Source: an optimization exercise on an open RTL-to-GDS flow (aim: small area, a short achievable clock period and few clock cycles per item). Production flows keep margins and buffers that such runs may drop. No activity file was given, so power comes from the tool's default toggle rates.

==> inputs of v18 <==
// multiplier
module multiplier(
	input logic clk,
	input logic rst,
	input logic start_flag,
	input logic[15:0] a,
	input logic[15:0] b,
	output logic[31:0] result,
	output logic status
	);
clock: 4.0 ns
lec_check: 0
cap_margin: 20
core_margin: 2
core_utilization: 40
slew_margin: 20
run.sh (not shown) runs the stock make flow with config.mk's settings and CLKGATE_MAP_FILE= SYNTH_SCRIPT=/design/flow/synth_recipe.tcl, a recipe that flattens the netlist after the stock synthesis.
==> v39: changes against v18 <==
--- a/flow/design.v
+++ b/flow/design.v
@@ -775,27 +775,21 @@
 	assign c382 = (pp140 & pp158) | (pp140 & c378) | (pp158 & c378);
 	assign s383 = ~pp159;
 	assign c384 = pp159;
 	logic[31:0] rs, rc;
 	assign rs = {1'b1, pp160, c382, c380, c376, c372, c366, c360, c352, c344, c334, c324, c312, c300, c286, c272, c258, c244, s241, c220, c210, s207, s197, s189, s181, s175, s169, s165, c162, pp24, pp5, pp4};
 	assign rc = {1'b0, c384, s383, s381, s379, s375, s371, s365, s359, s351, s343, s333, s323, s311, s299, s285, s271, s257, s243, s231, s219, s209, s199, s191, s183, s177, s171, s167, s163, s161, 1'b0, neg3};
-	logic[23:0] hs_q, hc_q;
-	logic[8:0] lo;
-	logic[7:0] lo_q;
-	logic cin_q;
-	assign lo = {1'b0, rs[7:0]} + {1'b0, rc[7:0]};
+	logic[31:0] hs_q, hc_q;
 	logic done;
 	always_ff @(posedge clk) begin
-		hs_q <= rs[31:8];
-		hc_q <= rc[31:8];
-		lo_q <= lo[7:0];
-		cin_q <= lo[8];
+		hs_q <= rs[31:0];
+		hc_q <= rc[31:0];
 	end
 	always_ff @(posedge clk or negedge rst) begin
 		if(~rst) done <= 1'b0;
 		else done <= start_flag;
 	end
-	logic[24:0] hi;
-	assign hi = {hs_q, 1'b1} + {hc_q, cin_q};
-	assign result = {hi[24:1], lo_q};
+	logic[32:0] hi;
+	assign hi = {hs_q, 1'b0} + {hc_q, 1'b0};
+	assign result = hi[32:1];
 	assign status = done;
 endmodule
- ABC_CLOCK_PERIOD_IN_PS: default -> 2500
==> summary of the runs <==
- v18 passed the timing, DRC and antenna checks. v39 finished with timing, DRC and antenna clean.
- Between v18 and v39, the lower core utilization is in v39 (gap 0.11 points).
- Against v18, the via count of v39 is larger by about 6%.
- Of v39 and v18, v18 has the higher worst hold slack (gap 0.018 ns).
- In v18 the sequential share of layout area is lower than in v39, by 0.37 points.
- Sequential cell count: v39 is higher than v18 (6).
- Against v18, the total power of v39 is higher by about 14%.
==> figures <==
| item | v39 | v18 |
|---|---|---|
| Status | timing/DRC/antenna clean | timing/DRC/antenna clean |
| Post-CTS Setup Bufs | 0 | 2 |
| Reported combinational group power | 5.53 mW | 5.08 mW |
| Vias in the first global route | 10,003 | 9,299 |
| FF+latch count, synth | 62 | 56 |
| Worst slack at placement | -0.465 ns | -0.530 ns |
| CTS clk-pin slew, worst paths | 0.06 ns | 0.07 ns |
| Average instance area after synthesis | 7.24 µm² | 7.35 µm² |
| Netlist Area Pre-Place | 0.0106 mm² | 0.0100 mm² |
| Met3 track demand over resource in global routing | 1.54% | 2.40% |
| Sequential element share of the synthesized area | 11.7% | 11.2% |
| Starting utilization of the core area | 40.8% | 40.9% |
| Vias per cell | 5.67 | 5.72 |
| Internal | 4.11 mW | 3.55 mW |
No run of this note included a check of the RTL's function; only the layout flow was run.


==> trial 36 <==
multiplier, a different RTL version from the one above (not shown whole).
==> flow/config.mk <==
export PLATFORM = sky130hd
export DESIGN_NAME = multiplier
export DESIGN_NICKNAME = multiplier
export VERILOG_FILES = /design/flow/design.v
export SDC_FILE = /design/flow/constraint.sdc
export NUM_CORES = 4
export LEC_CHECK = 0
export CAP_MARGIN = 20
export CORE_MARGIN = 2
export CORE_UTILIZATION = 40
export GPL_TIMING_DRIVEN = 0
export SLEW_MARGIN = 20
export SYNTH_HIERARCHICAL = 1
==> flow/constraint.sdc <==
create_clock -name core_clock -period 4.0 [get_ports {clk}]
set_input_delay 0.8000 -clock core_clock [delete_from_list [all_inputs] [get_ports {clk}]]
set_output_delay 0.8000 -clock core_clock [all_outputs]
set_load 0.01 [all_outputs]
standard.sh (not shown) runs the stock make flow with config.mk's settings and CLKGATE_MAP_FILE= SYNTH_SCRIPT=/design/flow/synth_recipe.tcl, a recipe that flattens the netlist after the stock synthesis.
==> flow/flow/run.sh <==
#!/bin/bash
set -euo pipefail
cd "$(dirname "$0")/.."
export BUFFER_PORTS_ARGS="-buffer_cell sky130_fd_sc_hd__buf_2"
bash standard.sh > make.log 2>&1
==> build 74: changes against trial 36 <==
==> flow/run.sh (new file) <==
#!/bin/bash
# synth_recipe.tcl (not shown) runs the flow's synth.tcl, then flattens the netlist and writes it again
# the make line also repeats each setting of config.mk as NAME=value (left out here)
make -C /OpenROAD-flow-scripts/flow DESIGN_CONFIG=/design/flow/config.mk WORK_HOME=/design/flow/orfs CLKGATE_MAP_FILE= SYNTH_SCRIPT=/design/flow/synth_recipe.tcl finish
- GPL_TIMING_DRIVEN: 0 -> default
removed: flow/flow/run.sh
removed: flow/standard.sh
==> flow_summary.toml <==
[power_and_ir_drop]
finalPower_mw = 6.72
switching_power_mw = 3.10
p_seq_mw = 0.999
seq_power_share = 0.149
p_clk_mw = 0.740

[sta]
final_critical_path_setup_slack_ps = 53.0
timing.final.crit_share = 0.987

[critical_path]
cp_max_fo = 10
path_buf_inv = 3
critPathArrivalTime_ps = 4140

[final_layout]
final_cell_count_no_fill = 1127
postLayoutCoreUtil = 0.477
multi_input_area_share = 0.716
mostFrequentLayoutCells = "sky130_fd_sc_hd__xnor2_1, sky130_fd_sc_hd__a22oi_2, sky130_fd_sc_hd__fa_1, sky130_fd_sc_hd__dfxtp_1, sky130_fd_sc_hd__ha_1"
design.final.nets = 1037

[route]
post_drt_via_cell_ratio = 5.30
first_pass_iteration_count_of_the_detailed_router = 7

[run_status]
outcome = "timing/DRC/antenna clean"

[grt]
grt.met3_usage = 0.0304
gr-usage-met1 = 0.292

[placed_design]
post_dp_cell_area_mm2 = 0.00892
# the run above: trial 36

==> flow_summary.toml <==
[run_status]
outcome = "timing/DRC/antenna clean"

[final_layout]
multi_input_area_share = 0.628
mostFrequentLayoutCells = "sky130_fd_sc_hd__buf_4, sky130_fd_sc_hd__xnor2_1, sky130_fd_sc_hd__a22oi_2, sky130_fd_sc_hd__fa_1, sky130_fd_sc_hd__dfxtp_1"
final_cell_count_no_fill = 1253

[power_and_ir_drop]
p_seq_mw = 1.01
switching_power_mw = 3.24
p_clk_mw = 0.763
finalPower_mw = 7.54

[sta]
final_critical_path_setup_slack_ps = 84.5
timing.final.crit_share = 0.979

[critical_path]
path_buf_inv = 2
cp_max_fo = 6

[grt]
gr-usage-met1 = 0.313

[placed_design]
post_dp_cell_area_mm2 = 0.0104
# the run above: build 74

No run of this note included a check of the RTL's function; only the layout flow was run.

[re-timing with driven ports]
In the flow no input, the clock included, has a driving cell. The finished layouts below were timed again as built, in two steps.
Step 1 assumes that a clkbuf_16 drives the clock port and a buf_2 every other input.
Step 2 moves the port delays by t, midway between the first and last clock arrival at a register: inputs arrive t later, outputs are due t later. That takes back most of the time a late clock gives input paths.
Three values: ideal ports, drivers, drivers and shift; two values: the first two.
| run | t (ns) | setup WS [ns] | cell pins on the clock port's net |
|---|---|---|---|
| v18 | 0.338 | 0.077 / 0.097 / -0.241 | 1 |
| v39 | 0.359 | 0.131 / 0.103 / -0.210 | 1 |
| trial 36 | 0.356 | 0.053 / 0.067 / -0.289 | 1 |
| build 74 | 0.365 | 0.085 / 0.089 / -0.269 | 1 |
With both steps, setup timing fails in every run listed, where it was met with ideal ports. The setup slack of build 74, which loses most, moves by +0.004 ns with the drivers and by -0.354 ns with both steps.
